What follows belongs to an exercise in optimizing a design on an open flow for small area and a short achievable clock period; a production flow would make more cautious choices.
Function was not checked in any run shown here: the RTL went through the layout flow alone.
Power figures rest on the tool's default switching activity, not on a simulated workload.

==> flow/design.v, too long to show whole: its modules and the start of the top module <==
// module cmul: 1708 lines
// module fadd: 109 lines
// module conv3x3_fp32: 75 lines
module conv3x3_fp32(
    input         clk,
    input         resetn,
    input         valid_in,
    input  [31:0] data,
    input  [31:0] w1, w2, w3, w4, w5, w6, w7, w8, w9,
    output        valid_out,
    output [31:0] data_out
);
  // ...
==> flow/run.sh <==
#!/bin/bash
# synth_recipe.tcl (not shown) runs the flow's synth.tcl, then flattens the netlist and writes it again
# the make line also repeats each setting of config.mk as NAME=value (left out here)
make -C /OpenROAD-flow-scripts/flow DESIGN_CONFIG=/design/flow/config.mk WORK_HOME=/design/flow/orfs CLKGATE_MAP_FILE= SYNTH_SCRIPT=/design/flow/synth_recipe.tcl finish
==> flow/config.mk <==
export PLATFORM = sky130hd
export DESIGN_NAME = conv3x3_fp32
export DESIGN_NICKNAME = conv3x3_fp32
export VERILOG_FILES = /design/flow/design.v
export SDC_FILE = /design/flow/constraint.sdc
export NUM_CORES = 8
export LEC_CHECK = 0
export CAP_MARGIN = 30
export CORE_MARGIN = 2
export CORE_UTILIZATION = 45
export SLEW_MARGIN = 20
==> flow/constraint.sdc <==
create_clock -name core_clock -period 8.0 [get_ports {clk}]
set_input_delay 1.6000 -clock core_clock [delete_from_list [all_inputs] [get_ports {clk}]]
set_output_delay 1.6000 -clock core_clock [all_outputs]
set_load 0.01 [all_outputs]
==> metrics.md, run 1 <==
| Metric | Value |
|---|---|
| Layout cells sized above 1 | `8.15%` |
| Final WL | `916 mm` |
| P_sw | `72.6 mW` |
| Required @ worst endpoint | `9000 ps` |
| Max-Cap Viols | `0` |
| Post-synth net total | `35235` |
| Final-layout non-clock buffer area share | `2.30%` |
| Remaining global-route overflow | `0` |
| Setup crit start | `u_m4.t2_822` |
| Global-route wire length before repair | `1390 mm` |
| Outcome | `finished clean` |
| DIE AREA | `762000 um^2` |
| Syn Std Cell Area | `340000 um^2` |
| Seq pwr share | `32.5%` |
| Comb pwr share | `~47%` |
| Initial antenna violation count | `38` |
| Highest Signal Layer | `met5` |
| Seq_cells | `7269` |
| GRT busiest layer | `met2` |
| Final instance area | `382000 um^2` |
| PnR worst setup slack | `between 2000 and 3000 ps` |
| Adder-cell area share of the yosys netlist | `19.2%` |
| Largest net degree at the start of global routing | `around 150` |
| CTS tree | `done` |
| Synth area leader | `dfxtp_1` |
| Top Registers | `lb (899), p1d (480)` |
| Synth cell types | `95` |
| Clk_buf instances | `approximately 1000` |
| Post-DP HPWL | `617 mm` |
| Setup crit end | `u_m4.p[25]` |
| Ranking of synthesized cells by area | `dfxtp_1 37%, fa_1 14%, edfxtp_1 7.9%` |
| Sw frac | `40.1%` |
| Seq area share | `40.5%` |
| Number of logic inverters in the finished layout | `4412` |
==> inputs of run 2 (changes only) <==
--- a/flow/config.mk
+++ b/flow/config.mk
@@ -8,4 +8,5 @@
 export CAP_MARGIN = 30
 export CORE_MARGIN = 2
 export CORE_UTILIZATION = 45
+export SETUP_SLACK_MARGIN = 4.5
 export SLEW_MARGIN = 20
==> metrics.md, run 2 <==
| Metric | Value |
|---|---|
| Max-slew violations | `0` |
| RePlAce Congestion | `0.873` |
| Syn Std Cell Area | `340000 um^2 (unchanged)` |
| Synth cell types | `95 (unchanged)` |
| P_sw | `81.0 mW (+12%)` |
| Clock sinks | `7269` |
| Finish-stage setup viols | `0` |
| R2R Setup Slk | `3550 ps` |
| Max Clk Rate | `225 MHz` |
| CTS tree | `done` |
| Post-Place Cells | `just over 40000` |
| Remaining global-route overflow | `0 (unchanged)` |
| Vias in the first global route | `235344` |
| Required @ worst endpoint | `9070 ps (+70 ps)` |
| Layout fillers | `65313` |
| Post-synthesis sequential area ratio | `45.5%` |
| Pleak | `172 nW` |
| Primary FF master, synth | `dfxtp_1` |
| Layout cells sized above 1 | `12.6% (+4.4 points)` |
| GRT Total Usage | `24.1%` |
| Synth area leader | `dfxtp_1` |
| Worst VDD drop | `about 0.38 mV` |
| Hold-fix buffers, CTS | `0` |
| I/O Buffers | `between 300 and 400` |
| Internal power | `120 mW` |
| Ranking of synthesized cells by area | `dfxtp_1 37%, fa_1 14%, edfxtp_1 7.9%` |
| Top Registers | `lb (899), p1d (480)` |
| Most frequent cells in the layout | `6211 x dfxtp_1, 4321 x inv_1, 2310 x fa_1` |
| R2R cell count | `16` |
| Initial Utilization | `45.1%` |
| Hold Path Origin | `a5.mb1_q[1]` |
| PwrDens | `a little over 500 nW/um^2` |
| Setup crit start | `u_m4.t2_819` |
| Syn Area/Cell | `10.9 um^2` |
| Synth cell count leaders | `6338 x dfxtp_1, 4338 x inv_1, 2327 x fa_1, 2293 x xnor2_1, 2189 x a22oi_1` |
| Comb pwr share | `52.0% (+4.9 points)` |
| Die X | `873 um` |
| Nets | `35932` |
| Final core occ | `a little over half` |
| Clock transition at path regs | `60 ps` |
| PnR worst setup slack | `3550 ps (+1030 ps)` |
| Initial antenna violation count | `47 (+24%)` |
| Critical Path Source Type | `register` |
| CP Max Fanout | `5` |
| CTS root buf | `clkbuf_16` |
| Worst slew margin | `a little under a third` |
| Post-DP HPWL | `621 mm (+0.71%)` |
| Commonest non-fill, non-tap cell in the layout | `dfxtp_1` |
| Cell Rows | `around 320` |
| Top-Level Pins | `356` |
| Final period utilization | `55.6%` |
| Core Region | `754000 um^2` |
| Seq pwr share | `29.2% (-3.3 points)` |
| Outcome | `finished clean` |
| Post-layout min period | `4450 ps` |
| Clock power share | `between 10% and 20%` |
| Max-Cap Viols | `0 (unchanged)` |
| Asr flop ratio synth | `0.440%` |
| Die Height | `873 um` |
| Synthesis-stage register bit count | `7269` |
| Area after DPL | `356000 um^2` |
| Detailed-route vias per instance | `5.34` |
| Setup crit end | `u_m4.p[5]` |
| Post-synth EDFFs | `roughly 900` |
| Largest register FFs | `899` |
| Max Buffers Root-to-Sink | `4` |
| Largest net degree at the start of global routing | `176 (+14%)` |
| Antenna-violating nets left | `0` |
| Total Power | `201 mW` |
| RSZ-0062 raised after global routing | `yes` |
| Synth top area share | `37.4%` |
| Arr. time, crit path | `5510 ps` |
| Worst Max-Slew Pin Slew | `1030 ps` |
| RR Startpoint | `u_m4.t2_819` |
| CTS H-tree depth | `6` |
| Final std cells w/o fill | `between 40000 and 50000` |
| Post-synth net total | `35235 (unchanged)` |
| Syn. warnings | `7` |
| Clock insertion delay at the later pin of the skew report | `1170 ps` |
| Sum Neg Setup Slack | `0 ps` |
| DIE AREA | `762000 um^2 (unchanged)` |
| Sw frac | `40.2% (+0.15 points)` |
| Total number of vias | `226637` |
| Layout area overhead | `16.3%` |
| FF-to-FF End | `u_m4.p[5]` |
| DRC Markers | `0` |
| CP Capture Type | `register` |
| Min-delay worst type | `register to register` |
| DR WL/cell | `between 20 and 25 um` |
| TritonCTS buffer count | `764` |
| Final hold slack | `291 ps` |
| Fin. Hold Viols | `0` |
| TritonRoute pass-1 iters | `17` |
| Global-route wire length before repair | `1430 mm (+2.7%)` |
| Skew final | `~58 ps` |
| Starting DRT DRC Count | `18460` |
| WS Path Type | `register to register` |
| Cell with the most instances after synthesis | `dfxtp_1` |
| Largest Register | `lb` |
| Final instance area | `395000 um^2 (+3.3%)` |
| Final WL | `948 mm (+3.5%)` |
| DP Worst Slack | `between 2000 and 3000 ps` |
| Mapped Cells | `31103` |
-- run 2: cell types whose count changed in the layout (fill, tap and decap cells not counted), sizes merged, moves of 6 or more --
cell / delta
clkinvlp: -8
buf: +556
bufinv: +18
dlygate4sd2: +32
clkbuf: +56
clkinv: -51
diode: -6
bufbuf: +13
clkdlybuf4s50: -33
-- run 2: power by group through the flow --
stage	clock network [mW]	logic (mW)	registers [mW]
after floorplan	0	63.7	55.9
after global placement	0	84.4	59.6
after detailed placement	0	85.9	59.7
after CTS	38.5	97.8	59.1
after global routing	39.9	116	60.3
final	37.7	105	58.9
-- run 2: area by class of cell --
cell class	instances	area, um^2	share of cell area [%]
Multi-Input combinational cell	17805	169000	42.7
Sequential cell	7269	155000	39.2
Clock buffer	1078	22000	5.56
Inverter	4412	16600	4.20
Timing Repair Buffer	1548	15300	3.88
Tap cell	9951	12500	3.15
Clock inverter	357	5200	1.32
Antenna cell	25	62.6	0.0158
-- run 2: cell families (layout without fill, tap and decap cells) --
group,count (synthesis),after routing,synth area share [%]
flops,7269,7269,45.5
buf+inv,6044,7395,6.69
compound gates,5686,5690,11.2
simple gates,3993,4002,5.45
fa+ha+maj,3809,3809,19.2
xor+xnor,3352,3354,8.64
mux,950,950,3.27
other cells,0,25,0
-- run 2: routing by layer --
| metal | global-route usage, % | routed length [um] | share of wire, % |
|---|---|---|---|
| met3 | 4.47 | 70300 | 7.4 |
| met2 | 39.9 | 440000 | 46 |
| met5 | 0 | 238 | 0.025 |
| met4 | 9.81 | 42800 | 4.5 |
| met1 | 31.4 | 396000 | 42 |
-- run 2: worst max-delay path: stages, from the launching register on --
cell	delay, ps
dfxtp_1	330
fa_1	530
ha_4	310
nand3_4	60
or3_4	350
or3_4	390
a311oi_4	390
o311ai_4	160
a211oi_2	290
nor2_2	110
o31ai_4	300
mux2i_4	340
nor2_4	100
buf_12	140
buf_16	130
a22o_1	200
a211oi_1	210
-- run 2: worst min-delay path by stage --
stage	slack, ps	cells after the start	to
2_1_floorplan	310	0	a0.eb3_q[0]
3_3_place_gp	310	0	u_m8.pz2
3_5_place_dp	310	0	a3.eb4_q[7]
4_1_cts	300	0	a5.mb2_q[1]
5_1_grt	300	0	a2.sgn3_q
6_report	290	0	a5.mb2_q[1]
-- run 2: repair_timing --
action,in CTS,in global routing
cloned,59,8
hold endpoints to repair,0,0
gates resized for setup,833,618
buffers inserted,383,154
endpoints found under the setup margin,818,428
pin swaps,360,450

separate check: timing with driven ports:
In the flow no input, the clock included, has a driving cell. The finished layouts below were timed again as built, in two steps.
Step 1 assumes that a clkbuf_16 drives the clock port and a buf_2 every other input.
Step 2, shift: input delay + t, output delay - t, t = (earliest + latest rising clock arrival at the registers) / 2. This alone moves slack from input paths to output paths.
a / b / c = ideal / step 1 / step 2; a / b = the first two.
run	t (ns)	slack for setup (ns)	worst setup path at the end	worst slew at a driven data input, ns	pins driven straight from the clock port
run 1	1.274	2.528 / 2.528 / 2.528	register to register	0.29	1
run 2	1.279	3.554 / 3.554 / 3.251	input to register	0.40	1
After both steps every run listed still meets setup and hold. The setup slack of run 2, which loses most, moves by 0.000 ns with the drivers and by -0.303 ns with both steps.
